From an optimization exercise on the open Yosys and OpenROAD flow, aimed at small area, a short achievable clock period and few clock cycles; shortcuts taken in it are not production practice.
Only simulation tests tie the RTL to the original design; equivalence was not proved.
Power is estimated from default activity; no workload was simulated.

`flow/design.v`:
```
module Register #(N = 16)
(
    input   logic           Clk, Reset,
    input   logic           Load,
    input   logic   [N-1:0] In,
    output  logic   [N-1:0] Out
);
    logic   [N-1:0] Next;
    always_ff @(posedge Clk) begin
        Out <= Next;
    end
    always_comb begin
        Next = Out;
        if (Reset)
            Next = {N{1'b0}};
        else if (Load)
            Next = In;
    end
endmodule
module RShiftRegister #(N = 16)
(
    input   logic           Clk, Reset,
    input   logic           Load,
    input   logic           ShiftEnable,
    input   logic           ShiftIn,
    input   logic   [N-1:0] In,
    output  logic           ShiftOut,
    output  logic   [N-1:0] Out
);
    logic   [N-1:0] Next;
    always_ff @(posedge Clk) begin
        Out <= Next;
    end
    always_comb begin
        Next = Out;
        if (Reset)
            Next = {N{1'b0}};
        else if (Load)
            Next = In;
        else if (ShiftEnable)
            Next = { ShiftIn, Out[N-1:1] };
    end
    assign ShiftOut = Out[0];
endmodule
module Mux_2to1 #(N = 16)
(
    input   logic           Select,
    input   logic   [N-1:0] In0, In1,
    output  logic   [N-1:0] Out
);
    always_comb begin
        case (Select)
            1'b0:   Out = In0;
            1'b1:   Out = In1;
        endcase
    end
endmodule
module Mux_4to1 #(N = 16)
(
    input   logic   [1:0]   Select,
    input   logic   [N-1:0] In0, In1, In2, In3,
    output  logic   [N-1:0] Out
);
    always_comb begin
        case (Select)
            2'b00:  Out = In0;
            2'b01:  Out = In1;
            2'b10:  Out = In2;
            2'b11:  Out = In3;
        endcase
    end
endmodule
module Mux_8to1 #(N = 16)
(
    input   logic   [2:0]   Select,
    input   logic   [N-1:0] In0, In1, In2, In3, In4, In5, In6, In7,
    output  logic   [N-1:0] Out
);
    always_comb begin
        case (Select)
            3'b000: Out = In0;
            3'b001: Out = In1;
            3'b010: Out = In2;
            3'b011: Out = In3;
            3'b100: Out = In4;
            3'b101: Out = In5;
            3'b110: Out = In6;
            3'b111: Out = In7;
        endcase
    end
endmodule
module DeMux_1to8 #(N = 16)
(
    input   logic   [2:0]   Select,
    input   logic   [N-1:0] In,
    output  logic   [N-1:0] Out0, Out1, Out2, Out3, Out4, Out5, Out6, Out7
);
    always_comb begin
        Out0 = {N{1'b0}};
        Out1 = {N{1'b0}};
        Out2 = {N{1'b0}};
        Out3 = {N{1'b0}};
        Out4 = {N{1'b0}};
        Out5 = {N{1'b0}};
        Out6 = {N{1'b0}};
        Out7 = {N{1'b0}};
        case (Select)
            3'b000: Out0 = In;
            3'b001: Out1 = In;
            3'b010: Out2 = In;
            3'b011: Out3 = In;
            3'b100: Out4 = In;
            3'b101: Out5 = In;
            3'b110: Out6 = In;
            3'b111: Out7 = In;
        endcase
    end
endmodule
module MuxOneHot_5to1 #(N = 16)
(
    input   logic   [4:0]   Select,
    input   logic   [N-1:0] In0, In1, In2, In3, In4,
    output  logic   [N-1:0] Out
);
    always_comb begin
        unique case (Select)
            5'b00001:   Out = In0;
            5'b00010:   Out = In1;
            5'b00100:   Out = In2;
            5'b01000:   Out = In3;
            5'b10000:   Out = In4;
            default:    Out = {N{1'b0}};
        endcase
    end
endmodule
module ALU
(
    input   logic   [1:0]   Fn,
    input   logic   [15:0]  A, B,
    output  logic   [15:0]  Out
);
    always_comb begin
        case (Fn)
            2'b00:  Out = A + B;     
            2'b01:  Out = A & B;     
            2'b10:  Out = ~A;        
            2'b11:  Out = A;         
        endcase
    end
endmodule
module RegisterFile
(
    input   logic           Clk, Reset,
    input   logic           LD_REG,              
    input   logic   [2:0]   DR, SR1, SR2,        
    input   logic   [15:0]  In,                  
    output  logic   [15:0]  SR1_Out, SR2_Out     
);
    logic           R0_Ld,  R1_Ld,  R2_Ld,  R3_Ld,  R4_Ld,  R5_Ld,  R6_Ld,  R7_Ld;
    logic   [15:0]  R0_In,  R1_In,  R2_In,  R3_In,  R4_In,  R5_In,  R6_In,  R7_In;
    logic   [15:0]  R0_Out, R1_Out, R2_Out, R3_Out, R4_Out, R5_Out, R6_Out, R7_Out;
    Register        _R0(.Clk(Clk), .Reset(Reset), .In(R0_In), .Out(R0_Out), .Load(R0_Ld));
    Register        _R1(.Clk(Clk), .Reset(Reset), .In(R1_In), .Out(R1_Out), .Load(R1_Ld));
    Register        _R2(.Clk(Clk), .Reset(Reset), .In(R2_In), .Out(R2_Out), .Load(R2_Ld));
    Register        _R3(.Clk(Clk), .Reset(Reset), .In(R3_In), .Out(R3_Out), .Load(R3_Ld));
    Register        _R4(.Clk(Clk), .Reset(Reset), .In(R4_In), .Out(R4_Out), .Load(R4_Ld));
    Register        _R5(.Clk(Clk), .Reset(Reset), .In(R5_In), .Out(R5_Out), .Load(R5_Ld));
    Register        _R6(.Clk(Clk), .Reset(Reset), .In(R6_In), .Out(R6_Out), .Load(R6_Ld));
    Register        _R7(.Clk(Clk), .Reset(Reset), .In(R7_In), .Out(R7_Out), .Load(R7_Ld));
    DeMux_1to8      _DRSelect
    (
        .In(In),
        .Out0(R0_In),
        .Out1(R1_In),
        .Out2(R2_In),
        .Out3(R3_In),
        .Out4(R4_In),
        .Out5(R5_In),
        .Out6(R6_In),
        .Out7(R7_In),
        .Select(DR)
    );
    DeMux_1to8 #(1) _LDSelect
    (
        .In(LD_REG),
        .Out0(R0_Ld),
        .Out1(R1_Ld),
        .Out2(R2_Ld),
        .Out3(R3_Ld),
        .Out4(R4_Ld),
        .Out5(R5_Ld),
        .Out6(R6_Ld),
        .Out7(R7_Ld),
        .Select(DR)
    );
    Mux_8to1        _SR1_OutMux
    (
        .In0(R0_Out),
        .In1(R1_Out),
        .In2(R2_Out),
        .In3(R3_Out),
        .In4(R4_Out),
        .In5(R5_Out),
        .In6(R6_Out),
        .In7(R7_Out),
        .Out(SR1_Out),
        .Select(SR1)
    );
    Mux_8to1        _SR2_OutMux
    (
        .In0(R0_Out),
        .In1(R1_Out),
        .In2(R2_Out),
        .In3(R3_Out),
        .In4(R4_Out),
        .In5(R5_Out),
        .In6(R6_Out),
        .In7(R7_Out),
        .Out(SR2_Out),
        .Select(SR2)
    );
endmodule
module Multiplier
(
    input   logic           Clk, Reset,
    input   logic           Run,
    input   logic   [7:0]   A, B,
    output  logic           Ready,
    output  logic   [15:0]  Out
);
    logic   [8:0]   Sum;             
    logic   [8:0]   MUL;             
    logic   [7:0]   A_Out, B_Out;    
    logic   [8:0]   A_Out_SEXT;      
    logic   [7:0]   AMUX_Out;        
    logic           A0;              
    logic           X;               
    logic           M;               
    logic           LD_A;            
    logic           LD_B;            
    logic           LD_MUL;          
    logic           LD_X;            
    logic           CLR_A;           
    logic           SH;              
    logic           AMUX;            
    logic           ADDMUX;          
    assign LD_X = M & LD_A;          
    assign AMUX = M;                 
    assign Out = { A_Out, B_Out };   
    RShiftRegister #(8) _A
    (
        .Clk(Clk),
        .Reset(Reset | CLR_A),   
        .In(AMUX_Out),
        .Out(A_Out),
        .Load(LD_A),             
        .ShiftIn(X),
        .ShiftOut(A0),
        .ShiftEnable(SH)
    );
    RShiftRegister #(8) _B
    (
        .Clk(Clk),
        .Reset(Reset),
        .In(B),
        .Out(B_Out),
        .Load(LD_B),             
        .ShiftIn(A0),
        .ShiftOut(M),
        .ShiftEnable(SH)
    );
    Register #(9)       _MUL
    (
        .Clk(Clk),
        .Reset(Reset),
        .In({ {1{A[7]}}, A }),    
        .Out(MUL),
        .Load(LD_MUL)
    );
    Register #(1)       _X
    (
        .Clk(Clk),
        .Reset(Reset | CLR_A),   
        .In(Sum[8]),
        .Out(X),
        .Load(LD_X)
    );
    Mux_2to1 #(8)       _AMUX
    (
        .In0(A_Out),
        .In1(Sum[7:0]),
        .Out(AMUX_Out),
        .Select(AMUX)
    );
    assign A_Out_SEXT = { {1{A_Out[7]}}, A_Out };    
    Mux_2to1 #(9)       _ADDMUX
    (
        .In0(A_Out_SEXT + MUL),  
        .In1(A_Out_SEXT - MUL),  
        .Out(Sum),
        .Select(ADDMUX)
    );
    logic   [3:0]   Counter, Counter_Next;
    logic           Done;
    enum logic [1:0]
    {
        Wait,
        Load,
        Multiply,
        Halt
    } State, Next_State;
    always_ff @(posedge Clk) begin
        if (Reset) begin
            Counter <= 4'h0;
            State <= Wait;
        end
        else begin
            Counter <= Counter_Next;
            State <= Next_State;
        end
    end
    always_comb begin
        Next_State = State;
        case (State)
            Wait:       Next_State = (Run) ? Load : Wait;
            Load:       Next_State = Multiply;
            Multiply:   Next_State = (Done) ? Halt : Multiply;
            Halt:       Next_State = Wait;
        endcase
    end
    always_comb begin
        CLR_A = 1'b0;
        LD_A = 1'b0;
        LD_B = 1'b0;
        LD_MUL = 1'b0;
        ADDMUX = 1'b0;
        SH = 1'b0;
        Ready = 1'b0;
        Done = 1'b0;
        Counter_Next = Counter;
        case (State)
            Wait: begin
            end
            Load: begin
                CLR_A = 1'b1;
                LD_B = 1'b1;
                LD_MUL = 1'b1;
                Counter_Next = 4'h0;
            end
            Multiply: begin
                if (Counter == 4'hE) begin
                    ADDMUX = 1'b1;
                end
                if (Counter == 4'hF) begin
                    Done = 1'b1;
                    SH = 1'b1;
                end
                else begin
                    Counter_Next = Counter + 4'h1;
                    if (Counter % 2 == 0)
                        LD_A = 1'b1;
                    else
                        SH = 1'b1;
                end
            end
            Halt: begin
                Ready = 1'b1;
            end
        endcase
    end
endmodule
module Datapath
(
    input   logic           Clk, Reset,
    input   logic   [15:0]  In,                                                   
    input   logic           LD_MAR, LD_MDR, LD_IR, LD_BEN, LD_REG, LD_CC, LD_PC,  
    input   logic           GatePC, GateMDR, GateMUL, GateALU, GateMARMUX,        
    input   logic           ADDR1MUX,                                             
    input   logic   [1:0]   ADDR2MUX, PCMUX, DRMUX, SR1MUX,                       
    input   logic           SR2MUX, MARMUX,                                       
    input   logic   [1:0]   ALUK,                                                 
    input   logic           MIO_EN,                                               
    input   logic           MUL_EN,                                               
    output  logic   [15:0]  Out,                                                  
    output  logic   [15:0]  Address,                                              
    output  logic           MUL_R,                                                
    output  logic           BEN,                                                  
    output  logic           IR_5,                                                 
	output  logic           IR_11,												  
    output  logic   [3:0]   IR_15_12,                                             
    output  logic   [15:0]  PC, IR,  
    input   logic   [15:0]  PC_In    
);
    logic   [15:0]  Bus;                                 
    logic   [3:0]   Gate;                                
    logic   [15:0]  MAR, MDR ;                    
    logic   [2:0]   SR1MUX_Out, DRMUX_Out;               
    logic   [15:0]  SR2MUX_Out;                          
    logic   [15:0]  MARMUX_Out, MDRMUX_Out, PCMUX_Out;   
    logic   [15:0]  ADDR1MUX_Out, ADDR2MUX_Out;          
    logic   [15:0]  ALU;                                 
    logic   [15:0]  MUL;                                 
    logic   [15:0]  SR1, SR2;                            
    logic           BEN_In;                              
    logic           N, Z, P;                             
    logic           N_In, Z_In, P_In;                    
    assign IR_5     = IR[5];
	assign IR_11	= IR[11];
    assign IR_15_12 = IR[15:12];
    assign Out      = MDR;                               
    assign Address  = MAR;                               
    assign N_In = Bus[15];
    assign Z_In = (Bus == 16'h0000) ? 1'b1 : 1'b0;
    assign P_In = ~N_In & ~Z_In;
    assign BEN_In = (IR[11] & N) | (IR[10] & Z) | (IR[9] & P);
    Register        _MAR
    (
        .Clk(Clk),
        .Reset(Reset),
        .In(Bus),
        .Out(MAR),
        .Load(LD_MAR)
    );
    Register        _MDR
    (
        .Clk(Clk),
        .Reset(Reset),
        .In(MDRMUX_Out),
        .Out(MDR),
        .Load(LD_MDR)
    );
    Register        _IR
    (
        .Clk(Clk),
        .Reset(Reset),
        .In(Bus),
        .Out(IR),
        .Load(LD_IR)
    );
    Register        _PC
    (
        .Clk(Clk),
        .Reset(Reset),
        .In(PCMUX_Out),
        .Out(PC),
        .Load(LD_PC)
    );
    Register #(1)   _BEN
    (
        .Clk(Clk),
        .Reset(Reset),
        .In(BEN_In),
        .Out(BEN),
        .Load(LD_BEN)
    );
    Register #(1)   _N
    (
        .Clk(Clk),
        .Reset(Reset),
        .In(N_In),
        .Out(N),
        .Load(LD_CC)
    );
    Register #(1)   _Z
    (
        .Clk(Clk),
        .Reset(Reset),
        .In(Z_In),
        .Out(Z),
        .Load(LD_CC)
    );
    Register #(1)   _P
    (
        .Clk(Clk),
        .Reset(Reset),
        .In(P_In),
        .Out(P),
        .Load(LD_CC)
    );
    RegisterFile    _GenPurposeRegs
    (
        .Clk(Clk),
        .Reset(Reset),
        .In(Bus),
        .LD_REG(LD_REG),
        .DR(DRMUX_Out),
        .SR1(SR1MUX_Out),
        .SR2(IR[2:0]),
        .SR1_Out(SR1),
        .SR2_Out(SR2)
    );
    ALU             _ALU
    (
        .A(SR1),
        .B(SR2MUX_Out),
        .Fn(ALUK),
        .Out(ALU)
    );
    Multiplier      _MUL
    (
        .Clk(Clk),
        .Reset(Reset),
        .A(SR1[7:0]),
        .B(SR2MUX_Out[7:0]),
        .Out(MUL),
        .Run(MUL_EN),
        .Ready(MUL_R)
    );
    Mux_4to1 #(3)   _DRMUX
    (
        .In0(IR[11:9]),
        .In1(3'b111),
        .In2(3'b110),
        .In3(3'b000),    
        .Out(DRMUX_Out),
        .Select(DRMUX)
    );
    Mux_4to1 #(3)   _SR1MUX
    (
        .In0(IR[11:9]),
        .In1(IR[8:6]),
        .In2(3'b110),
        .In3(3'b000),    
        .Out(SR1MUX_Out),
        .Select(SR1MUX)
    );
    Mux_2to1        _SR2MUX
    (
        .In0(SR2),
        .In1({ {11{IR[4]}}, IR[4:0] }),  
        .Out(SR2MUX_Out),
        .Select(SR2MUX)
    );
    Mux_4to1        _PCMUX
    (
        .In0(PC + 16'd1),
        .In1(Bus),
        .In2(ADDR1MUX_Out + ADDR2MUX_Out),
        .In3(PC_In),      
        .Out(PCMUX_Out),
        .Select(PCMUX)
    );
    Mux_2to1        _ADDR1MUX
    (
        .In0(PC),
        .In1(SR1),
        .Out(ADDR1MUX_Out),
        .Select(ADDR1MUX)
    );
    Mux_4to1        _ADDR2MUX
    (
        .In0(16'h0000),
        .In1({ {10{IR[ 5]}}, IR[ 5:0] }),    
        .In2({ { 7{IR[ 8]}}, IR[ 8:0] }),    
        .In3({ { 5{IR[10]}}, IR[10:0] }),    
        .Out(ADDR2MUX_Out),
        .Select(ADDR2MUX)
    );
    Mux_2to1        _MARMUX
    (
        .In0({ {8{1'b0}}, IR[7:0] }),        
        .In1(ADDR1MUX_Out + ADDR2MUX_Out),
        .Out(MARMUX_Out),
        .Select(MARMUX)
    );
    Mux_2to1        _MDRMUX
    (
        .In0(Bus),
        .In1(In),
        .Out(MDRMUX_Out),
        .Select(MIO_EN)
    );
    MuxOneHot_5to1  _GateMux
    (
        .In0(MARMUX_Out),
        .In1(ALU),
        .In2(MUL),
        .In3(MDR),
        .In4(PC),
        .Out(Bus),
        .Select({ GatePC, GateMDR, GateMUL, GateALU, GateMARMUX })
    );
endmodule
module ControlUnit
(
    input   logic           Clk, Reset,
    input   logic           Run, Continue, Step,
    input   logic           DoHalt,
    input   logic           MUL_R,
    input   logic           BEN,
    input   logic           IR_5,
    input   logic           IR_11,
    input   logic   [3:0]   IR_15_12,
    output  logic           LD_MAR, LD_MDR, LD_IR, LD_BEN, LD_REG, LD_CC, LD_PC,
    output  logic           GatePC, GateMDR, GateMUL, GateALU, GateMARMUX,
    output  logic           ADDR1MUX,
    output  logic   [1:0]   ADDR2MUX, PCMUX, DRMUX, SR1MUX,
    output  logic           SR2MUX, MARMUX,
    output  logic   [1:0]   ALUK,
    output  logic           MIO_EN, R_W,
    output  logic           MUL_EN,
    output  logic           Halted, Paused, InvalidOp,   
    output  logic   [3:0]   Opcode   
);
    assign Opcode = IR_15_12;
    assign SR2MUX = IR_5;
    enum logic [7:0]
    {
        State_00        = 8'd0,
        State_01        = 8'd1,
        State_02        = 8'd2,
        State_03        = 8'd3,
        State_04        = 8'd4,
        State_05        = 8'd5,
        State_06        = 8'd6,
        State_07        = 8'd7,
        State_09        = 8'd9,
        State_10        = 8'd10,
        State_11        = 8'd11,
        State_12        = 8'd12,
        State_13        = 8'd013,
        State_13_nR     = 8'd113,
        State_13_R      = 8'd213,
        State_14        = 8'd14,
        State_15        = 8'd15,
        State_16_nR1    = 8'd016,    
        State_16_nR2    = 8'd116,
        State_16_R      = 8'd216,    
        State_18        = 8'd18,
        State_20        = 8'd20,
        State_21        = 8'd21,
        State_22        = 8'd22,
        State_23        = 8'd23,
        State_24_nR1    = 8'd024,
        State_24_nR2    = 8'd124,
        State_24_R      = 8'd224,
        State_25_nR1    = 8'd025,
        State_25_nR2    = 8'd125,
        State_25_R      = 8'd225,
        State_26        = 8'd26,
        State_27        = 8'd27,
        State_28_nR1    = 8'd028,
        State_28_nR2    = 8'd128,
        State_28_R      = 8'd228,
        State_29_nR1    = 8'd029,
        State_29_nR2    = 8'd129,
        State_29_R      = 8'd229,
        State_30        = 8'd30,
        State_31        = 8'd31,
        State_32        = 8'd32,
        State_33_nR1    = 8'd033,
        State_33_nR2    = 8'd133,
        State_33_R      = 8'd233,
        State_35        = 8'd35,
        INVALID         = 8'd253,
        START           = 8'd254,
        HALT            = 8'd255
    } State, Next_State;
    always_ff @(posedge Clk) begin
        if (Reset || DoHalt)
            State <= HALT;
        else
            State <= Next_State;
    end
    always_comb begin
        Next_State = State;      
        case (State)
            State_18:       Next_State = State_33_nR1;
            State_33_nR1:   Next_State = State_33_nR2;
            State_33_nR2:   Next_State = State_33_R;
            State_33_R:     Next_State = State_35;
            State_35: begin
                if (Step && ~Continue)
                    Next_State = State_35;
                else
                    Next_State = State_32;
            end
            State_32: begin
                if (Step && Continue)
                    Next_State = State_32;
                else begin
                    case (Opcode)
                        4'b0000:    Next_State = State_00;       
                        4'b0001:    Next_State = State_01;       
                        4'b0010:    Next_State = State_02;       
                        4'b0011:    Next_State = State_03;       
                        4'b0100:    Next_State = State_04;       
                        4'b0101:    Next_State = State_05;       
                        4'b0110:    Next_State = State_06;       
                        4'b0111:    Next_State = State_07;       
                        4'b1001:    Next_State = State_09;       
                        4'b1010:    Next_State = State_10;       
                        4'b1011:    Next_State = State_11;       
                        4'b1100:    Next_State = State_12;       
                        4'b1101:    Next_State = State_13;       
                        4'b1110:    Next_State = State_14;       
                        4'b1111:    Next_State = State_15;       
                        default:    Next_State = INVALID;        
                    endcase
                end
            end
            State_00:       Next_State = (BEN) ? State_22 : State_18;    
            State_22:       Next_State = State_18;
            State_01:       Next_State = State_18;
            State_02:       Next_State = State_25_nR1;
            State_03:       Next_State = State_23;
            State_04:       Next_State = (IR_11) ? State_21 : State_20;  
            State_20:       Next_State = State_18;
            State_21:       Next_State = State_18;
            State_05:       Next_State = State_18;
            State_06:       Next_State = State_25_nR1;
            State_07:       Next_State = State_23;
            State_09:       Next_State = State_18;
            State_10:       Next_State = State_24_nR1;
            State_24_nR1:   Next_State = State_24_nR2;
            State_24_nR2:   Next_State = State_24_R;
            State_24_R:     Next_State = State_26;
            State_26:       Next_State = State_25_nR1;
            State_11:       Next_State = State_29_nR1;
            State_29_nR1:   Next_State = State_29_nR2;
            State_29_nR2:   Next_State = State_29_R;
            State_29_R:     Next_State = State_31;
            State_31:       Next_State = State_23;
            State_12:       Next_State = State_18;
            State_13:       Next_State = State_13_nR;
            State_13_nR:    Next_State = (MUL_R) ? State_13_R : State_13_nR;
            State_13_R:     Next_State = State_18;
            State_14:       Next_State = State_18;
            State_15:       Next_State = State_28_nR1;
            State_28_nR1:   Next_State = State_28_nR2;
            State_28_nR2:   Next_State = State_28_R;
            State_28_R:     Next_State = State_30;
            State_30:       Next_State = State_18;
            State_23:       Next_State = State_16_nR1;
            State_16_nR1:   Next_State = State_16_nR2;
            State_16_nR2:   Next_State = State_16_R;
            State_16_R:     Next_State = State_18;
            State_25_nR1:   Next_State = State_25_nR2;
            State_25_nR2:   Next_State = State_25_R;
            State_25_R:     Next_State = State_27;
            State_27:       Next_State = State_18;
            INVALID: begin
                if (Continue)
                    Next_State = HALT;
                else
                    Next_State = INVALID;
            end
            START: begin
                if (~Run)
                    Next_State = State_18;
                else
                    Next_State = START;
            end
            HALT: begin
                if (Run)
                    Next_State = START;
                else
                    Next_State = HALT;
            end
        endcase
    end
    always_comb begin
        LD_MAR      = 1'b0;
        LD_MDR      = 1'b0;
        LD_IR       = 1'b0;
        LD_BEN      = 1'b0;
        LD_REG      = 1'b0;
        LD_CC       = 1'b0;
        LD_PC       = 1'b0;
        GatePC      = 1'b0;
        GateMDR     = 1'b0;
        GateMUL     = 1'b0;
        GateALU     = 1'b0;
        GateMARMUX  = 1'b0;
        ADDR1MUX    = 1'b0;
        ADDR2MUX    = 2'b00;
        PCMUX       = 2'b00;
        DRMUX       = 2'b00;
        SR1MUX      = 2'b00;
        MARMUX      = 1'b0;
        ALUK        = 2'b00;
        MIO_EN      = 1'b0;
        R_W         = 1'b0;
        MUL_EN      = 1'b0;
        Halted      = 1'b0;
        Paused      = 1'b0;
        InvalidOp   = 1'b0;
        case (State)
            State_18: begin 
                GatePC = 1'b1;       
                LD_MAR = 1'b1;       
                PCMUX = 2'b00;       
                LD_PC = 1'b1;        
            end
            State_33_nR1:
                MIO_EN = 1'b1;       
            State_33_nR2:
                MIO_EN = 1'b1;       
            State_33_R: begin 
                MIO_EN = 1'b1;       
                LD_MDR = 1'b1;       
            end
            State_35: begin 
                GateMDR = 1'b1;      
                LD_IR = 1'b1;        
                Paused = 1'b1;
            end
            State_32:
                LD_BEN = 1'b1;       
            State_00: begin
            end
            State_22: begin
                ADDR1MUX = 1'b0;
                ADDR2MUX = 2'b10;
                PCMUX = 2'b10;
                LD_PC = 1'b1;
            end
            State_01: begin
                DRMUX = 2'b00;
                SR1MUX = 2'b01;
                ALUK = 2'b00;
                GateALU = 1'b1;
                LD_REG = 1'b1;
                LD_CC = 1'b1;
            end
            State_02: begin
                ADDR1MUX = 1'b0;
                ADDR2MUX = 2'b10;
                MARMUX = 1'b1;
                GateMARMUX = 1'b1;
                LD_MAR = 1'b1;
            end
            State_03: begin
                ADDR1MUX = 1'b0;
                ADDR2MUX = 2'b10;
                MARMUX = 1'b1;
                GateMARMUX = 1'b1;
                LD_MAR = 1'b1;
            end
            State_04: begin
                DRMUX = 2'b01;
                GatePC = 1'b1;
                LD_REG = 1'b1;
            end
            State_20: begin
                SR1MUX = 2'b01;
                ADDR1MUX = 1'b1;
                ADDR2MUX = 2'b00;
                PCMUX = 2'b10;
                LD_PC = 1'b1;
            end
            State_21: begin
                PCMUX = 2'b10;
                ADDR1MUX = 1'b0;
                ADDR2MUX = 2'b11;
                LD_PC = 1'b1;
            end
            State_05: begin
                DRMUX = 2'b00;
                SR1MUX = 2'b01;
                ALUK = 2'b01;
                GateALU = 1'b1;
                LD_REG = 1'b1;
                LD_CC = 1'b1;
            end
            State_06: begin
                SR1MUX = 2'b01;
                ADDR1MUX = 1'b1;
                ADDR2MUX = 2'b01;
                MARMUX = 1'b1;
                GateMARMUX = 1'b1;
                LD_MAR = 1'b1;
            end
            State_07: begin
                SR1MUX = 2'b01;
                ADDR1MUX = 1'b1;
                ADDR2MUX = 2'b01;
                MARMUX = 1'b1;
                GateMARMUX = 1'b1;
                LD_MAR = 1'b1;
            end
            State_09: begin
                DRMUX = 2'b00;
                SR1MUX = 2'b01;
                ALUK = 2'b10;
                GateALU = 1'b1;
                LD_REG = 1'b1;
                LD_CC = 1'b1;
            end
            State_10: begin
                ADDR1MUX = 1'b0;
                ADDR2MUX = 2'b10;
                MARMUX = 1'b1;
                GateMARMUX = 1'b1;
                LD_MAR = 1'b1;
            end
            State_24_nR1: begin
                MIO_EN = 1'b1;
            end
            State_24_nR2: begin
                MIO_EN = 1'b1;
            end
            State_24_R: begin
                MIO_EN = 1'b1;
                LD_MDR = 1'b1;
            end
            State_26: begin
                GateMDR = 1'b1;
                LD_MAR = 1'b1;
            end
            State_11: begin
                ADDR1MUX = 1'b0;
                ADDR2MUX = 2'b10;
                MARMUX = 1'b1;
                GateMARMUX = 1'b1;
                LD_MAR = 1'b1;
            end
            State_29_nR1: begin
                MIO_EN = 1'b1;
            end
            State_29_nR2: begin
                MIO_EN = 1'b1;
            end
            State_29_R: begin
                MIO_EN = 1'b1;
                LD_MDR = 1'b1;
            end
            State_31: begin
                LD_MAR = 1'b1;
                GateMDR = 1'b1;
            end
            State_12: begin
                SR1MUX = 2'b01;
                ADDR1MUX = 1'b1;
                ADDR2MUX = 2'b00;
                PCMUX = 2'b10;
                LD_PC = 1'b1;
            end
            State_13: begin
                SR1MUX = 2'b01;
                MUL_EN = 1'b1;
            end
            State_13_nR: begin
                SR1MUX = 2'b01;
            end
            State_13_R: begin
                DRMUX = 2'b00;
                GateMUL = 1'b1;
                LD_REG = 1'b1;
                LD_CC = 1'b1;
            end
            State_14: begin
                DRMUX = 2'b00;
                ADDR1MUX = 1'b0;
                ADDR2MUX = 2'b10;
                MARMUX = 1'b1;
                GateMARMUX = 1'b1;
                LD_REG = 1'b1;
                LD_CC = 1'b1;
            end
            State_15: begin
                MARMUX = 1'b0;
                GateMARMUX = 1'b1;
                LD_MAR = 1'b1;
            end
            State_28_nR1: begin
                MIO_EN = 1'b1;
                DRMUX = 2'b01;
                GatePC = 1'b1;
                LD_REG = 1'b1;
            end
            State_28_nR2: begin
                MIO_EN = 1'b1;
                DRMUX = 2'b01;
                GatePC = 1'b1;
                LD_REG = 1'b1;
            end
            State_28_R: begin
                MIO_EN = 1'b1;
                DRMUX = 2'b01;
                GatePC = 1'b1;
                LD_REG = 1'b1;
                LD_MDR = 1'b1;
            end
            State_30: begin
                GateMDR = 1'b1;
                PCMUX = 2'b01;
                LD_PC = 1'b1;
            end
            State_23: begin
                SR1MUX = 2'b00;
                ALUK = 2'b11;
                GateALU = 1'b1;
                LD_MDR = 1'b1;
            end
            State_16_nR1: begin
                MIO_EN = 1'b1;
                R_W = 1'b1;
            end
            State_16_nR2: begin
                MIO_EN = 1'b1;
                R_W = 1'b1;
            end
            State_16_R: begin
                MIO_EN = 1'b0;
                R_W = 1'b0;
            end
            State_25_nR1: begin
                MIO_EN = 1'b1;
            end
            State_25_nR2: begin
                MIO_EN = 1'b1;
            end
            State_25_R: begin
                MIO_EN = 1'b1;
                LD_MDR = 1'b1;
            end
            State_27: begin
                GateMDR = 1'b1;
                LD_REG = 1'b1;
                LD_CC = 1'b1;
            end
            INVALID:
                InvalidOp = 1'b1;
            HALT: begin
                Halted = 1'b1;
                PCMUX = 2'b11;   
                LD_PC = 1'b1;
                LD_CC = 1'b1;
            end
        endcase
    end
endmodule
module MemoryControlUnit
(
    input   logic           Clk, Reset,
    input   logic           MIO_EN,
    input   logic           R_W,
    input   logic   [15:0]  Address,
    input   logic   [15:0]  Data_FromSRAM,
    input   logic   [15:0]  Data_FromCPU,
    input   logic   [15:0]  Data_FromKeyboard,
    input   logic           Keypress,
    input   logic           DisplayReady,
    output  logic           DisplayWE,
    output  logic           Mem_CE, Mem_OE, Mem_WE,
    output  logic           Mem_LB, Mem_UB,
    output  logic           DoHalt,
    output  logic   [15:0]  Data_ToSRAM,
    output  logic   [15:0]  Data_ToCPU,
    output  logic   [15:0]  Data_ToVideo
);
    logic           LD_KBSR;
    logic           LD_DDR;
    logic           LD_DSR;
    logic           CLR_KBSR;
    logic           CLR_DSR;
    logic   [15:0]  KBDR, KBSR;
    logic   [15:0]  DDR, DSR;
    logic           DisplayWE_Out;
    assign LD_KBSR = Keypress && Data_FromKeyboard != 16'h0000;
    assign LD_DSR = DisplayReady;
    logic   [1:0]   INMUX;
    assign Data_ToSRAM = Data_FromCPU;
    assign Data_ToVideo = DDR;
    assign Mem_CE = 1'b1;
    assign Mem_LB = 1'b1;
    assign Mem_UB = 1'b1;
    always_ff @(posedge Clk) begin
        if (Reset)
            DisplayWE <= 1'b0;
        else
            DisplayWE <= DisplayWE_Out;
    end
    always_comb begin
        CLR_KBSR        = 1'b0;
        CLR_DSR         = 1'b0;
        LD_DDR          = 1'b0;
        INMUX           = 2'b00;
        Mem_OE          = 1'b0;
        Mem_WE          = 1'b0;
        DisplayWE_Out   = 1'b0;
        DoHalt          = 1'b0;
        unique case (Address)
            16'hFE00: begin
                if (MIO_EN) begin
                    INMUX = 2'b01;
                end
            end
            16'hFE02: begin
                if (MIO_EN && !R_W) begin
                    INMUX = 2'b10;
                    CLR_KBSR = 1'b1;
                end
            end
            16'hFE04: begin
                if (MIO_EN && !R_W) begin
                    INMUX = 2'b11;
                end
            end
            16'hFE06: begin
                if (MIO_EN && R_W) begin
                    LD_DDR = 1'b1;
                    CLR_DSR = 1'b1;
                    DisplayWE_Out = 1'b1;
                end
            end
            16'hFFFF: begin
                if (MIO_EN && R_W)
                    DoHalt = 1'b1;
            end
            default : begin
                if (MIO_EN) begin
                    if (R_W)
                        Mem_WE = 1'b1;
                    else begin
                        Mem_OE = 1'b1;
                        INMUX = 2'b00;
                    end
                end
            end
        endcase
    end
    Register        _KBDR
    (
        .Clk(Clk),
        .Reset(Reset),
        .In(Data_FromKeyboard),
        .Out(KBDR),
        .Load(~KBSR[15])
    );
    Register        _KBSR
    (
        .Clk(Clk),
        .Reset(Reset | CLR_KBSR),
        .In(16'h8000),
        .Out(KBSR),
        .Load(LD_KBSR)
    );
    Register        _DDR
    (
        .Clk(Clk),
        .Reset(Reset),
        .In(Data_FromCPU),
        .Out(DDR),
        .Load(LD_DDR)
    );
    Register        _DSR
    (
        .Clk(Clk),
        .Reset(Reset | CLR_DSR),
        .In(16'h8000),
        .Out(DSR),
        .Load(LD_DSR)
    );
    Mux_4to1        _INMUX
    (
        .In0(Data_FromSRAM),
        .In1(KBSR),
        .In2(KBDR),
        .In3(DSR),
        .Out(Data_ToCPU),
        .Select(INMUX)
    );
endmodule
module Synchronizer #(N = 1)
(
    input   logic           Clk,
    input   logic   [N-1:0] In,
    output  logic   [N-1:0] Out
);
    always_ff @(posedge Clk) begin
        Out <= In;
    end
endmodule
module elc3_core
(
    input   logic           clk,
    input   logic           reset,
    input   logic           run,
    input   logic           cont,
    input   logic           step,
    input   logic   [15:0]  start_pc,
    output  logic           halted,
    output  logic           paused,
    output  logic           invalid_op,
    output  logic   [15:0]  pc,
    output  logic   [15:0]  ir,
    output  logic   [15:0]  mem_addr,
    output  logic           mem_oe,
    output  logic           mem_we,
    output  logic   [15:0]  mem_wdata,
    input   logic   [15:0]  mem_rdata,
    input   logic   [7:0]   key_data,
    input   logic           key_valid,
    input   logic           disp_ready,
    output  logic           disp_we,
    output  logic   [7:0]   disp_data
);
    logic s_halt, s_f, s_e, s_p, s_ml, s_ms, s_mi, s_mt, s_inv;
    logic n_halt, n_f, n_e, n_p, n_ml, n_ms, n_mi, n_mt, n_inv;
    logic [15:0] PC, A, IR, WD;
    logic [7:0][15:0] R;
    logic N, Z, P;
    assign P = ~N & ~Z;
    logic [2:0] pdr;         
    logic       pst;         
    logic       oe, we, dwe, haltf;
    logic [1:0] rsel;        
    logic io_hi, io_kbsr, io_kbdr, io_dsr, io_ddr, io_halt, io_any;
    assign io_hi   = A[15:9] == 7'h7F;
    assign io_kbsr = io_hi & A[8:0] == 9'h000;
    assign io_kbdr = io_hi & A[8:0] == 9'h002;
    assign io_dsr  = io_hi & A[8:0] == 9'h004;
    assign io_ddr  = io_hi & A[8:0] == 9'h006;
    assign io_halt = io_hi & A[8:0] == 9'h1FF;
    assign io_any  = io_hi & ((A[8:3] == 6'd0 & ~A[0]) | A[8:0] == 9'h1FF);
    assign oe    = ~s_ms & ~io_any;
    assign we    = s_ms & ~io_any;
    assign dwe   = s_ms & io_ddr;
    assign haltf = io_halt;
    assign rsel  = io_kbdr ? 2'd2 : io_dsr ? 2'd3 : (io_kbsr | io_ddr | io_halt) ? 2'd1 : 2'd0;
    logic       kbsr, dsr;
    assign halted     = s_halt;
    assign paused     = s_p;
    assign invalid_op = s_inv;
    assign pc         = PC;
    assign ir         = IR;
    assign mem_addr   = A;
    assign mem_oe     = oe;
    assign mem_we     = we;
    assign mem_wdata  = WD;
    assign disp_we    = dwe;
    assign disp_data  = WD[7:0];
    logic [15:0] mem_in;
    always_comb begin
        case (rsel)
            2'd0: mem_in = mem_rdata;
            2'd1: mem_in = {kbsr, 15'd0};
            2'd2: mem_in = {8'd0, key_data};
            default: mem_in = {dsr, 15'd0};
        endcase
    end
    logic [3:0] op;
    assign op = IR[15:12];
    logic o_br, o_add, o_ld, o_st, o_jsr, o_and, o_ldr, o_str, o_rti, o_not,
          o_ldi, o_sti, o_jmp, o_mul, o_lea, o_trap;
    assign o_br   = op == 4'd0;
    assign o_add  = op == 4'd1;
    assign o_ld   = op == 4'd2;
    assign o_st   = op == 4'd3;
    assign o_jsr  = op == 4'd4;
    assign o_and  = op == 4'd5;
    assign o_ldr  = op == 4'd6;
    assign o_str  = op == 4'd7;
    assign o_rti  = op == 4'd8;
    assign o_not  = op == 4'd9;
    assign o_ldi  = op == 4'd10;
    assign o_sti  = op == 4'd11;
    assign o_jmp  = op == 4'd12;
    assign o_mul  = op == 4'd13;
    assign o_lea  = op == 4'd14;
    assign o_trap = op == 4'd15;
    logic [7:0]  sr1h, sr2h;     
    logic [15:0] sr1, sr2, op2;
    always_comb begin
        sr1 = 16'd0;
        sr2 = 16'd0;
        for (int i = 0; i < 8; i++) begin
            sr1 = sr1 | ({16{sr1h[i]}} & R[i]);
            sr2 = sr2 | ({16{sr2h[i]}} & R[i]);
        end
    end
    assign op2  = IR[5] ? {{11{IR[4]}}, IR[4:0]} : sr2;
    logic        pd_base_sr1, pd_sr2;
    logic [15:0] base, offs, immv, sum;
    logic [3:0]  pd_imm;     
    assign immv = ({16{pd_imm[0]}} & {{11{IR[4]}}, IR[4:0]}) |
                  ({16{pd_imm[1]}} & {{10{IR[5]}}, IR[5:0]}) |
                  ({16{pd_imm[2]}} & {{7{IR[8]}}, IR[8:0]}) |
                  ({16{pd_imm[3]}} & {{5{IR[10]}}, IR[10:0]});
    assign offs = pd_sr2 ? sr2 : immv;
    assign base = pd_base_sr1 ? sr1 : PC;
    add16 u_add (.a(base), .b(offs), .s(sum));
    logic [15:0] a_xor_b, a_or_b;
    assign a_xor_b = base ^ offs;
    assign a_or_b  = base | offs;
    logic [1:0]  mcnt;
    logic        mlast;
    logic [2:0]  mdig;
    logic        b_one, b_two, b_neg;
    logic [9:0]  mh, mpp, mhn;
    logic [15:0] prod;
    assign mlast = mcnt == 2'd3;
    always_comb begin
        case (mcnt)
            2'd0: mdig = {op2[1:0], 1'b0};
            2'd1: mdig = op2[3:1];
            2'd2: mdig = op2[5:3];
            default: mdig = op2[7:5];
        endcase
    end
    assign b_one = mdig[1] ^ mdig[0];
    assign b_two = (mdig[2] & ~mdig[1] & ~mdig[0]) | (~mdig[2] & mdig[1] & mdig[0]);
    assign b_neg = mdig[2] & ~(mdig[1] & mdig[0]);
    assign mh    = (mcnt == 2'd0) ? 10'd0 : WD[15:6];
    assign mpp   = ((b_one ? {{2{sr1[7]}}, sr1[7:0]} : 10'd0) |
                    (b_two ? {sr1[7], sr1[7:0], 1'b0} : 10'd0)) ^ {10{b_neg}};
    add10 u_madd (.a(mh), .b(mpp), .cin(b_neg), .s(mhn));
    assign prod  = {mhn, WD[5:0]};
    logic [15:0] eres, andv;
    logic        sel_sum, sel_and, sel_not, sel_mul, sel_pc, sel_ld;
    assign andv    = sr1 & op2;
    assign sel_ld  = s_ml & ~reset;
    assign sel_and = s_e & o_and & ~reset;
    assign sel_not = s_e & o_not & ~reset;
    assign sel_mul = s_e & o_mul & ~reset;
    assign sel_pc  = s_e & (o_jsr | o_trap) & ~reset;
    assign sel_sum = s_e & (o_add | o_lea) & ~reset;
    assign eres = ({16{sel_and}} & andv) | ({16{sel_not}} & ~sr1) |
                  ({16{sel_mul}} & prod) | ({16{sel_pc}} & PC);
    logic z_sum, z_and, z_not, z_mul, z_ld, z_n;
    assign z_sum = &(~(a_xor_b ^ {a_or_b[14:0], 1'b0}));    
    assign z_and = ~|andv;
    assign z_not = &sr1;
    assign z_mul = ~|prod;
    assign z_ld  = ~|mem_in;
    always_comb begin
        if (s_ml)                   z_n = z_ld;
        else if (o_and)             z_n = z_and;
        else if (o_not)             z_n = z_not;
        else if (o_mul)             z_n = z_mul;
        else                        z_n = z_sum;
    end
    logic ben;
    assign ben = (IR[11] & N) | (IR[10] & Z) | (IR[9] & P);
    logic e_mem, e_redirect, e_wr, e_cc;
    assign e_mem      = o_ld | o_st | o_ldr | o_str | o_ldi | o_sti;
    assign e_redirect = (o_br & ben) | o_jmp | (o_jsr & (IR[11] | IR[8:6] != 3'd7));
    assign e_wr       = o_add | o_and | o_not | o_mul | o_lea | o_jsr | o_trap;
    assign e_cc       = o_add | o_and | o_not | o_mul | o_lea;
    logic        wr_en, cc_en;
    logic [2:0]  wr_a;
    logic [15:0] wr_d;
    assign wr_en = (s_e & e_wr & (~o_mul | mlast)) | s_ml;
    assign cc_en = (s_e & e_cc & (~o_mul | mlast)) | s_ml;
    assign wr_a  = s_ml ? pdr : ((o_jsr | o_trap) ? 3'd7 : IR[11:9]);
    assign wr_d  = eres | ({16{sel_ld}} & mem_in) | ({16{sel_sum}} & sum);
    logic [15:0] PC1;
    inc16 u_inc (.a(PC), .s(PC1));
    logic [15:0] nA, nPC;
    logic        ld_ir, ld_pc;
    always_comb begin
        n_halt = 1'b0; n_f = 1'b0; n_e = 1'b0; n_p = 1'b0; n_ml = 1'b0;
        n_ms = 1'b0; n_mi = 1'b0; n_mt = 1'b0; n_inv = 1'b0;
        nA = A;
        nPC = PC1;
        ld_ir = 1'b0;
        ld_pc = 1'b0;
        if (s_halt) begin
            nA = start_pc; nPC = start_pc; ld_pc = 1'b1;
            if (run) n_f = 1'b1; else n_halt = 1'b1;
        end
        if (s_f) begin
            ld_ir = 1'b1;
            if (run) n_f = 1'b1;
            else begin
                nA = PC1; ld_pc = 1'b1;
                if (step) n_p = 1'b1; else n_e = 1'b1;
            end
        end
        if (s_p) begin
            if (cont) n_e = 1'b1; else n_p = 1'b1;
        end
        if (s_e) begin
            if (o_rti) n_inv = 1'b1;
            else if (o_trap) begin
                nA = {8'd0, IR[7:0]};
                n_mt = 1'b1;
            end else if (e_mem) begin
                nA = sum;
                ld_ir = 1'b1;
                if (o_ldi | o_sti) n_mi = 1'b1;
                else if (o_ld | o_ldr) n_ml = 1'b1;
                else n_ms = 1'b1;
            end else if (e_redirect) begin
                nA = sum; nPC = sum; ld_pc = 1'b1;
                n_f = 1'b1;
            end else if (o_mul & ~mlast) begin
                n_e = 1'b1;
            end else begin
                nA = PC1; ld_pc = 1'b1; ld_ir = 1'b1;
                if (step) n_p = 1'b1; else n_e = 1'b1;
            end
        end
        if (s_ml) begin
            nA = PC1; ld_pc = 1'b1;
            if (step) n_p = 1'b1; else n_e = 1'b1;
        end
        if (s_ms) begin
            if (haltf) n_halt = 1'b1;
            else if (A == PC) begin
                nA = PC;     
                n_f = 1'b1;
            end else begin
                nA = PC1; ld_pc = 1'b1;
                if (step) n_p = 1'b1; else n_e = 1'b1;
            end
        end
        if (s_mi) begin
            nA = mem_in;
            if (pst) n_ms = 1'b1; else n_ml = 1'b1;
        end
        if (s_mt) begin
            nA = mem_in; nPC = mem_in; ld_pc = 1'b1;
            n_f = 1'b1;
        end
        if (s_inv) begin
            if (cont) n_halt = 1'b1; else n_inv = 1'b1;
        end
    end
    always_ff @(posedge clk) begin
        if (reset) begin
            s_halt <= 1'b1; s_f <= 1'b0; s_e <= 1'b0; s_p <= 1'b0; s_ml <= 1'b0;
            s_ms <= 1'b0; s_mi <= 1'b0; s_mt <= 1'b0; s_inv <= 1'b0;
        end else begin
            s_halt <= n_halt; s_f <= n_f; s_e <= n_e; s_p <= n_p; s_ml <= n_ml;
            s_ms <= n_ms; s_mi <= n_mi; s_mt <= n_mt; s_inv <= n_inv;
        end
        A <= nA;
        if (ld_pc) PC <= nPC;
        if (ld_ir) begin
            IR   <= mem_in;
            sr1h <= 8'd1 << mem_in[8:6];
            sr2h <= 8'd1 << ((mem_in[13] & mem_in[12]) ? mem_in[11:9] : mem_in[2:0]);
            pd_sr2 <= mem_in[15:12] == 4'd1 && !mem_in[5];
            pd_imm[0] <= mem_in[15:12] == 4'd1;
            pd_imm[1] <= mem_in[15:12] == 4'd6 || mem_in[15:12] == 4'd7;
            pd_imm[2] <= mem_in[15:12] != 4'd1 && mem_in[15:12] != 4'd6 &&
                         mem_in[15:12] != 4'd7 && mem_in[15:12] != 4'd4 &&
                         mem_in[15:12] != 4'd12;
            pd_imm[3] <= mem_in[15:12] == 4'd4 && mem_in[11];
            pd_base_sr1 <= mem_in[15:12] == 4'd1 || mem_in[15:12] == 4'd6 ||
                           mem_in[15:12] == 4'd7 || mem_in[15:12] == 4'd12 ||
                           (mem_in[15:12] == 4'd4 && !mem_in[11]);
        end
        if (s_e & e_mem) begin
            pdr <= IR[11:9];
            pst <= o_sti;
        end
        if (s_e & e_mem)
            WD <= sr2;
        else if (s_e & o_mul)
            WD <= {mhn[9], mhn[9], mhn[9:2], mhn[1:0], WD[5:2]};
        mcnt <= (s_e & o_mul) ? mcnt + 2'd1 : 2'd0;
    end
    always_ff @(posedge clk) begin
        if (s_halt) begin
            N <= 1'b0; Z <= 1'b1;
        end else if (cc_en) begin
            N <= wr_d[15];
            Z <= z_n;
        end
    end
    logic [15:0] wr_d0;
    assign wr_d0 = wr_d;     
    genvar gi;
    generate
        for (gi = 0; gi < 8; gi++) begin : g_r
            always_ff @(posedge clk)
                if (reset | (wr_en & wr_a == gi)) R[gi] <= wr_d0;
        end
    endgenerate
    always_ff @(posedge clk) begin
        if (reset | (s_mi | s_ml | s_mt | s_f | s_e) & rsel == 2'd2)
            kbsr <= 1'b0;
        else if (key_valid && key_data != 8'd0)
            kbsr <= 1'b1;
        if (reset | dwe)
            dsr <= 1'b0;
        else if (disp_ready)
            dsr <= 1'b1;
    end
endmodule
module add16
(
    input   logic   [15:0]  a, b,
    output  logic   [15:0]  s
);
    logic [15:0] g0, p0, g1, p1, g2, p2, g3, p3, g4;
    assign g0 = a & b;
    assign p0 = a ^ b;
    assign g1 = g0 | (p0 & {g0[14:0], 1'b0});
    assign p1 = p0 & {p0[14:0], 1'b0};
    assign g2 = g1 | (p1 & {g1[13:0], 2'b0});
    assign p2 = p1 & {p1[13:0], 2'b0};
    assign g3 = g2 | (p2 & {g2[11:0], 4'b0});
    assign p3 = p2 & {p2[11:0], 4'b0};
    assign g4 = g3 | (p3 & {g3[7:0], 8'b0});
    assign s  = p0 ^ {g4[14:0], 1'b0};
endmodule
module add10
(
    input   logic   [9:0]   a, b,
    input   logic           cin,
    output  logic   [9:0]   s
);
    logic [10:0] g0, p0, g1, p1, g2, p2, g3, p3, g4;
    assign g0 = {a & b, cin};
    assign p0 = {a ^ b, 1'b0};
    assign g1 = g0 | (p0 & {g0[9:0], 1'b0});
    assign p1 = p0 & {p0[9:0], 1'b0};
    assign g2 = g1 | (p1 & {g1[8:0], 2'b0});
    assign p2 = p1 & {p1[8:0], 2'b0};
    assign g3 = g2 | (p2 & {g2[6:0], 4'b0});
    assign p3 = p2 & {p2[6:0], 4'b0};
    assign g4 = g3 | (p3 & {g3[2:0], 8'b0});
    assign s  = p0[10:1] ^ g4[9:0];
endmodule
module inc16
(
    input   logic   [15:0]  a,
    output  logic   [15:0]  s
);
    logic [15:0] c1, c2, c4, c8;
    assign c1 = {a[14:0], 1'b1};
    assign c2 = c1 & {c1[14:0], 1'b1};
    assign c4 = c2 & {c2[13:0], 2'b11};
    assign c8 = c4 & {c4[11:0], 4'hF};
    assign s  = a ^ (c8 & {c8[7:0], 8'hFF});
endmodule
```
`flow/standard.sh`:
```
#!/bin/bash
# synth_recipe.tcl (not shown) runs the flow's synth.tcl, then flattens the netlist and writes it again
# the make line also repeats each setting of config.mk as NAME=value (left out here)
make -C /OpenROAD-flow-scripts/flow DESIGN_CONFIG=/design/flow/config.mk WORK_HOME=/design/flow/orfs CLKGATE_MAP_FILE= SYNTH_SCRIPT=/design/flow/synth_recipe.tcl "${@:-finish}"
```
`flow/config.mk`:
```
export PLATFORM = sky130hd
export DESIGN_NAME = elc3_core
export DESIGN_NICKNAME = elc3_core
export VERILOG_FILES = /design/flow/design.v
export SDC_FILE = /design/flow/constraint.sdc
export NUM_CORES = 4
export LEC_CHECK = 0
export ABC_AREA = 1
export CAP_MARGIN = 20
export CORE_MARGIN = 2
export CORE_UTILIZATION = 40
export PLACE_DENSITY = 0.6
export SLEW_MARGIN = 20
export TNS_END_PERCENT = 100
```
`flow/flow/run.sh`:
```
#!/bin/bash
set -euo pipefail
export SETUP_SLACK_MARGIN=6.5
export BUFFER_PORTS_ARGS="-buffer_cell sky130_fd_sc_hd__buf_4"
bash standard.sh > standard.log 2>&1
```
`flow/constraint.sdc`:
```
create_clock -name core_clock -period 10.0 [get_ports {clk}]
set_input_delay 2.0000 -clock core_clock [delete_from_list [all_inputs] [get_ports {clk}]]
set_output_delay 2.0000 -clock core_clock [all_outputs]
set_load 0.01 [all_outputs]
```
==> results of run 1 <==
-- how the worst max path moves through the flow --
stage	from	cells past startpoint	to	slack (ns)
final	sr2h[3]	33	Z	5.76
after global routing	sr2h[1]	33	Z	5.57
after CTS	sr2h[3]	35	Z	5.87
after detailed placement	sr1h[3]	22	R[61]	5.09
after global placement	sr1h[3]	21	R[44]	5.18
after floorplan	reset	7	R[115]	6.38
-- power breakdown --
part / leakage, nW / internal [mW] / switching [mW] / total [mW]
logic: 7.13 / 0.524 / 0.752 / 1.28
registers: 2.29 / 1.12 / 0.0675 / 1.19
clock network: 0.426 / 0.557 / 0.448 / 1.01
total: 9.84 / 2.20 / 1.27 / 3.47
-- through the flow --
step	std cells	hold WS, ns	cell area (sq um)	setup WS, ns	utilization
final	2950	0.476	22900	5.76	0.580
after global routing	2948	0.501	22900	5.57	0.580
after CTS	2855	0.481	20900	5.87	0.530
after detailed placement	2605	0.468	17300	5.09	0.439
after global placement	2605	0.448	17300	5.18	0.439
after floorplan	2020	0.433	16000	6.38	-
-- registers in the layout, summed over array words and instances (netlist names), 2 cells and up --
name and cells:
A 16, IR 16, PC 16, R 128
WD 16, mcnt 2, pd_imm 4, pdr 3
sr1h 8, sr2h 8
-- layer usage --
| layer | routed length (microns) | global-route usage |
|---|---|---|
| met2 | 32100 | 0.517 |
| met4 | 4860 | 0.187 |
| met5 | 15 | 0 |
| met3 | 8690 | 0.0770 |
| met1 | 27800 | 0.442 |
-- timing repair --
action,4_1_cts,5_1_grt
pin swaps,86,129
endpoints found under the setup margin,187,248
gates resized for setup,279,303
setup buffers,198,91
gates cloned,2,2
-- final cells by class --
cell class	instances	area (sq um)	area share
Tap cell	525	657	0.0287
Timing Repair Buffer	441	3780	0.165
Clock buffer	29	683	0.0299
Inverter	280	1120	0.0489
Sequential cell	233	6720	0.294
Antenna cell	2	5.00	0.000219
Multi-Input combinational cell	1416	9690	0.423
Timing Repair inverter	3	23.8	0.00104
Clock inverter	21	205	0.00897
-- synthesized netlist by cell type, types with 5 or more instances --
cell type,count
o211ai_1,43
a31oi_1,14
a22o_1,27
nor2_2,11
o21ai_0,172
inv_1,265
nand4_1,28
nor3_1,20
nand3_2,8
xor2_1,35
o22ai_1,21
buf_6,16
inv_2,12
dfxtp_1,31
nand2_1,497
xnor2_1,8
nand2_4,5
clkbuf_1,50
nand3_1,77
o221ai_1,13
nor4_1,18
buf_4,10
ha_1,45
a21oi_1,86
nor2_1,134
edfxtp_1,202
nand2_2,18
a221oi_1,45
o21ai_1,39
buf_2,11
or2_2,5
-- logic make-up after synthesis --
logic type | Yosys count | share of synthesized area
AO/OA/AOI/OAI | 490 | 0.190
XOR/XNOR | 44 | 0.0247
adder cells (fa/ha/maj) | 46 | 0.0366
buffers and inverters | 372 | 0.0995
flip-flops | 233 | 0.420
AND/OR/NAND/NOR | 835 | 0.229
-- placed cells by master (no fill, tap or decap), types with 28 or more instances in the layout --
master	Yosys	layout
nand2_1	497	431
buf_4	10	347
inv_1	265	219
edfxtp_1	202	202
o21ai_0	172	103
nor2_1	134	101
buf_6	16	80
nand2_2	18	73
a21oi_1	86	66
nand3_1	77	56
o21ai_1	39	55
o211ai_1	43	43
inv_2	12	42
o21ai_2	3	34
nand4_1	28	28
-- worst max-delay path: cells and delay by family, from the launching register on --
| family | cells | cell delay, ns |
|---|---|---|
| AO/OA/AOI/OAI | 3 | 0.54 |
| buffers and inverters | 3 | 0.33 |
| XOR/XNOR | 1 | 0.21 |
| AND/OR/NAND/NOR | 24 | 1.93 |
| flip-flops | 1 | 0.52 |
| adder cells (fa/ha/maj) | 2 | 0.61 |
==> run notes, run 1 <==
run status timing/DRC/antenna clean; Worst path slowest cell edfxtp_1; HPWL Detailed 48600 microns; R2R depth 33; layout cells sized above 1 0.379; number of port buffers about 120; die width approximately 200 microns; worst slew pin tran around 1.2 ns; Fmax approximately 240 MHz; Worst R2R Setup Slack between 5 and 6 ns; largest net degree at the start of global routing between 40 and 50; critical path's most frequent cell nand2_1; endpoint class of the critical path register; sequential area share after synthesis 0.420; CP Max Fanout 7; Vias per Instance about 6.0; die span in y approximately 200 microns; max-cap check violation count 0; Pre-Repair DR Iteration Count 6; nets@finish 2495; Worst R2R End Z; FFs w/ async S/R, synth 0; post-synth top area share 0.381; clk buf depth 3; unrepaired setup endpoints after global routing yes; Num Clock Sinks approximately 230; Initial Util 0.403; Setup Viol. Count Final 0; distinct cell type count of the synthesized netlist between 60 and 70; largest cells by area after synthesis edfxtp_1 38%, nand2_1 12%, inv_1 6.3%, o21ai_0 5.4%, dfxtp_1 3.9%; FF-to-FF Start sr2h[3]; DR vias roughly 18000; DRC 0; Yosys warning count 1; GPL Wtd Cong ~1.0; #FFs+latches synth 233; Syn Nets about 2100; TNS Setup 0 ns; Layout area overhead 43.7%; worst-skew pair later-pin latency between 0.5 and 0.6 ns; crit start category register; Num CTS Buffers 27; CP Class register to register; Post-synth EDFFs slightly above 200; Reg clk slew, reported paths approximately 0.070 ns; Final ANT Viol Nets 0; Routed WL roughly 73000 microns; hold path start mcnt[0]; CP max stage delay approximately 0.52 ns; Mean Syn Cell Area just under 8 sq um; die area between 40000 and 50000 sq um; Syn Inst Count just over 2000; CP required 10.52 ns; Worst Clk Skew ~0.016 ns; Rows between 70 and 80; relative slew slack 0.217; Hold Path Class register to register; hold endpoint mcnt[0]; largest area contributor in the netlist edfxtp_1; ys flop type edfxtp_1; first-pass GRT wire length roughly 100000 microns; gr ovfl total 0; Lkg Pwr a little under 10 nW; I/O pins approximately 130; WL per Instance 24.9 microns; Mapped Area between 15000 and 20000 sq um; VDD IR max between 0.1 and 0.15 mV; root buf cell clkbuf_16; Tot Pwr ~3.5 mW; GRT Total Usage 0.338; TritonCTS clock tree yes; core area about 39000 sq um; vias in the first global route 16388; cts hold-fix bufs 0; WHS Path Cells 1; Max Slew Vio Count 0; initial antenna violation count 3; Tcrit/Tclk final 0.424; worst path arrival time 4.76 ns; Fillers 3429; deepest level of the CTS H-tree 1; DRT iter0 DRCs 2315; fin crit period 4.24 ns; Final Hold Vio Count 0; PD cells 152 nW/um^2
Testbench counts, summed over its fixed seeds: cycles 232,092.
==> run 2: changes to the inputs <==
==> flow/run.sh (new file) <==
#!/bin/bash
# synth_recipe.tcl (not shown) runs the flow's synth.tcl, then flattens the netlist and writes it again
# the make line also repeats each setting of config.mk as NAME=value (left out here)
make -C /OpenROAD-flow-scripts/flow DESIGN_CONFIG=/design/flow/config.mk WORK_HOME=/design/flow/orfs CLKGATE_MAP_FILE= SYNTH_SCRIPT=/design/flow/synth_recipe.tcl finish
--- a/flow/config.mk
+++ b/flow/config.mk
@@ -10,5 +10,6 @@
 export CORE_MARGIN = 2
 export CORE_UTILIZATION = 40
 export PLACE_DENSITY = 0.6
+export SETUP_SLACK_MARGIN = 5
 export SLEW_MARGIN = 20
 export TNS_END_PERCENT = 100
removed: flow/flow/run.sh
removed: flow/standard.sh
==> run notes, run 2 <==
Syn Inst Count approximately 2000; relative slew slack 0.333; Tcrit/Tclk final 0.484; Tot Pwr approximately 3.1 mW; cts hold-fix bufs 0; die span in y between 200 and 250 microns; worst path arrival time around 2.8 ns; I/O pins 125; non-filler cells, final around 2700; CP Max Fanout 9; FF-to-FF Start sr2h[4]; CP Class register to output port; TritonCTS clock tree yes; DRC 0; max-cap check violation count 0; worst slew pin tran ~1 ns; crit start category register; dpl cell area approximately 18000 sq um; R2R depth 23; largest register by flop count R; WL per Instance 24.5 microns; Setup Viol. Count Final 0; largest cells by area after synthesis edfxtp_1 38%, nand2_1 12%, inv_1 6.3%, o21ai_0 5.4%, dfxtp_1 3.9%; Worst path slowest cell dfxtp_1; worst-skew pair later-pin latency just under 0.6 ns; nets@finish 2234; die area approximately 41000 sq um; unrepaired setup endpoints after global routing no; core area a little under 40000 sq um; dpl cells ~2600; largest area contributor in the netlist edfxtp_1; Num Clock Sinks between 200 and 250; Yosys warning count 1; critical path's most frequent cell inv_1; first-pass GRT wire length ~96000 microns; CP Buf/Inv Count 5; HPWL Detailed roughly 48000 microns; clock network fraction of design power 0.354; crit-path cells inv_1 -> nor4_1 -> nand2_1 -> inv_1 -> nor2_1 -> buf_4 -> clkinvlp_4 -> a21oi_1 -> clkdlybuf4s50_1; fin crit period just under 5 ns; Mean Syn Cell Area 7.88 sq um; Routed WL 65800 microns; ys flop type edfxtp_1; Worst R2R End R[28]; commonest non-fill, non-tap cell in the layout nand2_1; WHS Path Cells 1; Post-synth top cells 497 x nand2_1, 265 x inv_1, 202 x edfxtp_1, 172 x o21ai_0, 134 x nor2_1; number of port buffers about 120; FFs w/ async S/R, synth 0; Sw Pwr 1.06 mW; vias in the first global route 15059; Post-synth EDFFs just over 200; Crit path max-delay family buffers and inverters; Worst R2R Setup Slack 5.26 ns; #FFs+latches synth ~230; CP max stage delay roughly 0.55 ns; largest net degree at the start of global routing 45; Lkg Pwr about 8 nW; Final ANT Viol Nets 0; die width 203 microns; Final Hold Vio Count 0; GRT Total Usage 0.314; root buf cell clkbuf_16; Reg clk slew, reported paths ~0.070 ns; endpoint class of the critical path output port; layout cells sized above 1 0.0906; most common cell in the netlist nand2_1; DRT iter0 DRCs between 1500 and 2000; sequential area share after synthesis 0.420; post-synth top area share 0.381; hold endpoint mcnt[0]; Num CTS Buffers 28; Pre-Repair DR Iteration Count 6; Max Used Layer met4; most frequent cells in the layout 497 x nand2_1, 263 x inv_1, 202 x edfxtp_1, 161 x o21ai_0, 131 x nor2_1; Mapped Area 15900 sq um; max reg flops ~130; met2 wire length a little under 30000 microns; run status timing/DRC/antenna clean; Cell Int Power slightly above 2 mW; DR WL met3 between 6000 and 7000 microns; Rows 73; Hold Path Class register to register; M1 WL 26000 microns; initial antenna violation count 1; sequential share of power 0.382; VDD IR max 0.114 mV; Syn Nets around 2100; PD cells roughly 160 nW/um^2; Final Cell Area approximately 19000 sq um; combinational power share 0.264; GPL Wtd Cong a little over 1; hold path start mcnt[0]; gr ovfl total 0; deepest level of the CTS H-tree 1; Fmax a little over 200 MHz; clk buf depth 3; DR vias between 15000 and 20000; TNS Setup 0 ns; Sw Ratio 0.340; distinct cell type count of the synthesized netlist 62; Max Slew Vio Count 0; CP required 8.00 ns; Initial Util 0.403; Layout area overhead 18.8%; Worst Clk Skew roughly 0.021 ns; Vias per Instance approximately 6
## run 2: cell counts after synthesis
Identical to the previous run, type by type.
## run 2: metal layers
metal  vias to the layer above  global-route usage
li1                       7173                   -
met1                      7549               0.417
met2                      1031               0.493
met3                       179              0.0601
met4                         0               0.155
met5                         -                   0
## run 2: worst max-delay path by stage
stage	startpoint	to	cells past startpoint
global placement	reset	R[58]	6
floorplan	IR[15]	IR[0]	9
detailed placement	reset	R[17]	6
global route	sr2h[4]	Z	34
finish	A[8]	mem_we	9
CTS	sr2h[7]	N	29
## run 2: worst reg2reg max path, cell delays in order (launching register included)
cell and delay (ns):
edfxtp_1 0.37, buf_4 0.24, nand2_1 0.10, nand2_1 0.05
nor2_1 0.24, nand3_2 0.15, nand2_1 0.15, nand2_1 0.07
nand2_1 0.08, inv_1 0.06, ha_1 0.35, inv_2 0.15
o22ai_1 0.13, xor2_1 0.18, ha_1 0.38, nand2_1 0.10
inv_1 0.07, nand4_1 0.14, nand2_1 0.13, nand2_1 0.08
nand3_1 0.07, nand2_1 0.19, a221oi_1 0.40, o211ai_1 0.45
## run 2: area by class of cell
type / instances / area (sq um)
diodes: 2 / 5.00
clock inverters: 20 / 285
well taps: 525 / 657
clock buffers: 32 / 716
repair buffers: 183 / 1760
multi-input cells: 1415 / 7750
inverters: 280 / 1060
flip-flops and latches: 233 / 6690
fillers: 3868 / 20500
## run 2: timing repair
action	CTS	global route
setup buffers	10	12
setup endpoints to repair	2	120
pin swaps	0	3
resized for setup	1	17
## run 2: logic make-up after synthesis
kind of cell	count (synthesis)	synth area share
compound gates	490	0.190
fa+ha+maj	46	0.0366
xor+xnor	44	0.0247
simple gates	835	0.229
flops	233	0.420
buf+inv	372	0.0995
## run 2: per-stage QoR
stage                     hold WS (ns)  worst slack, ns   util
after global placement           0.447             4.48  0.446
after global routing             0.512             4.98  0.479
after CTS                        0.478             5.00  0.474
final                            0.477             5.16  0.479
after detailed placement         0.463             4.43  0.446
after floorplan                  0.433             5.37      -
## run 2: power groups by stage
stage	clock, mW	combinational, mW	sequential, mW
after floorplan	0	0.462	1.19
after global placement	0	0.765	1.22
after detailed placement	0	0.768	1.22
after CTS	1.11	0.783	1.19
after global routing	1.16	0.885	1.20
final	1.10	0.823	1.19

[re-timing with driven ports]
The results above use ideal ports. As a check the final layouts listed here were re-extracted and re-timed, cells and wires unchanged.
Step 1 sets driving cells, clkbuf_16 on the clock port and buf_2 on the other inputs (assumed; they add their load-dependent delay and slew).
Step 2 moves the port delays by t, midway between the first and last clock arrival at a register: inputs arrive t later, outputs are due t later. That takes back most of the time a late clock gives input paths.
Slacks: ideal / step 1 / step 2; pairs: ideal / step 1.
| run | shift t [ns] | setup WS [ns] | clock arrival spread, ns |
|---|---|---|---|
| run 1 | 0.635 | 5.765 / 5.765 / 5.659 | 0.016 / 0.016 |
| run 2 | 0.637 | 5.157 / 5.100 / 4.692 | 0.021 / 0.021 |
After both steps every run listed still meets setup and hold. The setup slack of run 2, which loses most, moves by -0.057 ns with the drivers and by -0.465 ns with both steps.
